What follows belongs to an exercise in optimizing a design on an open flow for a short achievable clock period and few clock cycles; a production flow would make more cautious choices. At most, simulation tests tie the RTL to the original design; equivalence was not proved. Power figures rest on the tool's default switching activity, not on a simulated workload.

Setup of job 3798:
==> flow/design.v (excerpt) <==
module cpu4(input clk,
            input rst,
            output [7:0] imem_addr,
            input [15:0] imem_data,
            output [7:0] dmem_addr,
            output [15:0] dmem_wdata,
            output dmem_we,
            output dmem_re,
            input [15:0] dmem_rdata,
            output rf_we,
            output [3:0] rf_waddr,
            output [15:0] rf_wdata,
            output halted);
    genvar gi;
    reg [7:0]  pc;            
    reg        halted_r;
    reg        e_valid;       
    reg        e_wr;          
    reg        e_ld;          
    reg        e_br;          
    reg        e_pred;        
    reg [5:0]  e_bt;          
    reg [3:0]  e_dst;
    reg [15:0] e_ra;          
    reg [15:0] e_rb;          
    reg [15:0] e_rd;          
    reg [15:0] e_imm;         
    reg        e_fa;          
    reg [3:0]  e_cs;          
    reg [5:0]  e_sb;          
    reg        e_cin;         
    reg [7:0]  e_tgt;         
    reg [7:0]  e_fall;        
    reg        s_pend;        
    reg        s_miss;        
    reg [7:0]  s_redir;       
    reg        e_re_r, e_we_r;
    reg [7:0]  e_daddr;       
    reg [15:0] e_wdata;       
    reg        w_we;
    reg [3:0]  w_addr;
    reg [15:0] w_data;
    reg        w_zero;        
    wire [255:0] rfv;
    wire [15:0] zf;
    wire [15:0] e_a = e_fa ? w_data : e_ra;
    wire [15:0] e_b = ({16{e_sb[0]}} & e_rb) | ({16{e_sb[1]}} & ~e_rb) |
                      ({16{e_sb[2]}} & e_rd) | ({16{e_sb[3]}} & e_imm) |
                      ({16{e_sb[4]}} & w_data) | ({16{e_sb[5]}} & ~w_data);
    wire [15:0] alu;
    cpu4_add16 add(.a(e_a), .b(e_b), .cin(e_cin), .s(alu));
    wire [15:0] e_res = e_ld ? dmem_rdata : alu;
    wire t0, t1, t2;
    wire s0, s1, s2;
    cpu4_brcmp c0(.bt(e_bt), .x(e_ra), .y(e_rd), .taken(t0), .slow(s0));
    cpu4_brcmp c1(.bt(e_bt), .x(w_data), .y(e_rd), .taken(t1), .slow(s1));
  ...
Settings: LEC_CHECK=0, CAP_MARGIN=20, CORE_MARGIN=2, CORE_UTILIZATION=60, GPL_TIMING_DRIVEN=1, SETUP_SLACK_MARGIN=5, SLEW_MARGIN=20, SYNTH_HIERARCHICAL=1, SYNTH_MINIMUM_KEEP_SIZE=0; clock period 8.0 ns.
run.sh (not shown) runs the stock make flow with config.mk's settings and CLKGATE_MAP_FILE= SYNTH_SCRIPT=/design/flow/synth_recipe.tcl, a recipe that flattens the netlist after the stock synthesis.
## Diff of input files: job 8027 against job 3798
- a deleted GPL_TIMING_DRIVEN that had been 1
- a change of CORE_UTILIZATION from 60 to 40
Findings:
Status: sequential cell area parity (job 8027, job 3798). In the tables for job 3798 and job 8027, net total in the final layout reads lower with job 8027. For job 3798, the startpoint of the most critical setup path was w_we$_SDFF_PP0_, unlike job 8027, where it was e_sb[3]$_DFF_P_. Setup slack on job 8027 is behind job 3798.
Changes in job 7821 relative to job 8027:
- swapping 40 for 25 in CORE_UTILIZATION
- putting GPL_TIMING_DRIVEN at 1 where nothing was set
Results
- Looking at utilization, job 7821 sits 18 points lower than job 8027 does.
- Going from job 8027 to job 7821, total power grew by a few percent.
- Re part of the cycle the worst path needs: job 8027 was lower than job 7821.
No run of this note included a check of the RTL's function; only the layout flow was run.

* * *

== red ==
Another version of the RTL of cpu4 (not shown whole).
For scale: ~2400 cells after synthesis, about 460 flip-flops, roughly 0.028 mm^2 of cells after synthesis.
export LEC_CHECK = 0
export CAP_MARGIN = 20
export CORE_MARGIN = 2
export CORE_UTILIZATION = 40
export GPL_TIMING_DRIVEN = 1
export SETUP_SLACK_MARGIN = 5
export SLEW_MARGIN = 20
export SYNTH_HIERARCHICAL = 1
export SYNTH_MINIMUM_KEEP_SIZE = 0
create_clock -name core_clock -period 8.0 [get_ports {clk}]
standard.sh (not shown) runs the stock make flow with config.mk's settings and CLKGATE_MAP_FILE= SYNTH_SCRIPT=/design/flow/synth_recipe.tcl, a recipe that flattens the netlist after the stock synthesis.
==> flow/flow/run.sh <==
#!/bin/bash
# Standard ORFS layout, with the port buffers made from buf_4 cells and
# timing repair aiming for a tighter setup margin.
set -o pipefail
bash standard.sh finish "BUFFER_PORTS_ARGS=-buffer_cell sky130_fd_sc_hd__buf_4" SETUP_SLACK_MARGIN=5.3 > standard.log 2>&1
red: all stages complete, timing, DRC and antenna checks passed
Testbench counts of red, summed over its fixed seeds: cycles 15,983.
Edits applied to the flow inputs when going from red to blue:
- a deleted GPL_TIMING_DRIVEN that had been 1
==> flow/flow/run.sh <==
#!/bin/bash
# Standard ORFS layout, with the port buffers made from buf_4 cells.
set -o pipefail
bash standard.sh finish "BUFFER_PORTS_ARGS=-buffer_cell sky130_fd_sc_hd__buf_4" > standard.log 2>&1
Findings:
Looking at uppermost layer routed, the met4 result is from red; the met5 one comes from blue.
Share of the core filled with cells, red and blue: higher on red
blue vs red, total of plain and repair buffers excluding clock buffers went down by 28%.
Relative to red, count of clock-buffer cells in the layout has increased by 4 in blue.
Compared with red, total power in blue decreased by a few percent.
On blue: via count is 1144 lower than what red gave.
Proportion of power drawn by combinational gates: red and blue compared, higher one is red
Delta (blue minus red): final weighted congestion in routability-driven placement climbed 0.033, maximum fanout count along the critical path dropped 5.
Changes in green relative to blue:
==> flow/run.sh (new file) <==
#!/bin/bash
# synth_recipe.tcl (not shown) runs the flow's synth.tcl, then flattens the netlist and writes it again
# the make line also repeats each setting of config.mk as NAME=value (left out here)
make -C /OpenROAD-flow-scripts/flow DESIGN_CONFIG=/design/flow/config.mk WORK_HOME=/design/flow/orfs CLKGATE_MAP_FILE= SYNTH_SCRIPT=/design/flow/synth_recipe.tcl finish
removed: flow/flow/run.sh
removed: flow/standard.sh
Findings:
- In green, wire length of the first global-routing pass is higher than in blue.
- Going from blue to green, part of the total power dissipated in the clock network decreased by 1.5 points relative to the old numbers; final standard cell count with taps included and fillers excluded went up; area of all placed cells without fillers rose 220 um^2; global-route met1 utilization down 0.43 points.
- NOTE: slew at the pin with the worst max-slew slack in green falls short of that of blue
- Summary of green over blue: total power now smaller; critical path depth now larger; met2 layer wire length in the routed design now larger; maximum frequency now larger.
- Of the two values seen for capture point of the critical path, w_zero was produced by blue and pc[7] by green.

==> separate check: timing with driven ports <==
Ports are ideal in the flow. The routed layouts listed here were re-timed in OpenROAD.
Step 1 (the two cells are an assumption about what drives the block):
set clk [get_ports {clk}]
set_driving_cell -lib_cell sky130_fd_sc_hd__clkbuf_16 $clk
set_driving_cell -lib_cell sky130_fd_sc_hd__buf_2 [delete_from_list [all_inputs] $clk]
Step 2 times the ports against the registers' clock, not the clock port: input delays grow and output delays shrink by t, the midpoint of the rising clock arrivals with the driver on.
Three values: no drivers, after step 1, after step 2; two values: the first two.
run	t (ns)	setup WS [ns]	clock arrival spread, ns	worst slew at a driven data input, ns
job 3798	0.654	4.736 / 4.736 / 4.214	0.023 / 0.022	0.20
job 8027	0.647	4.652 / 4.652 / 4.115	0.024 / 0.025	0.18
job 7821	0.653	4.583 / 4.556 / 3.903	0.066 / 0.066	0.18
red	0.655	5.042 / 4.890 / 4.235	0.038 / 0.039	0.36
blue	0.649	4.920 / 4.811 / 4.162	0.022 / 0.022	0.30
green	0.652	4.989 / 4.884 / 4.232	0.026 / 0.026	0.20
After both steps setup and hold are still met in every run listed. The setup slack of red, which loses most, moves by -0.152 ns with the drivers and by -0.807 ns with both steps.
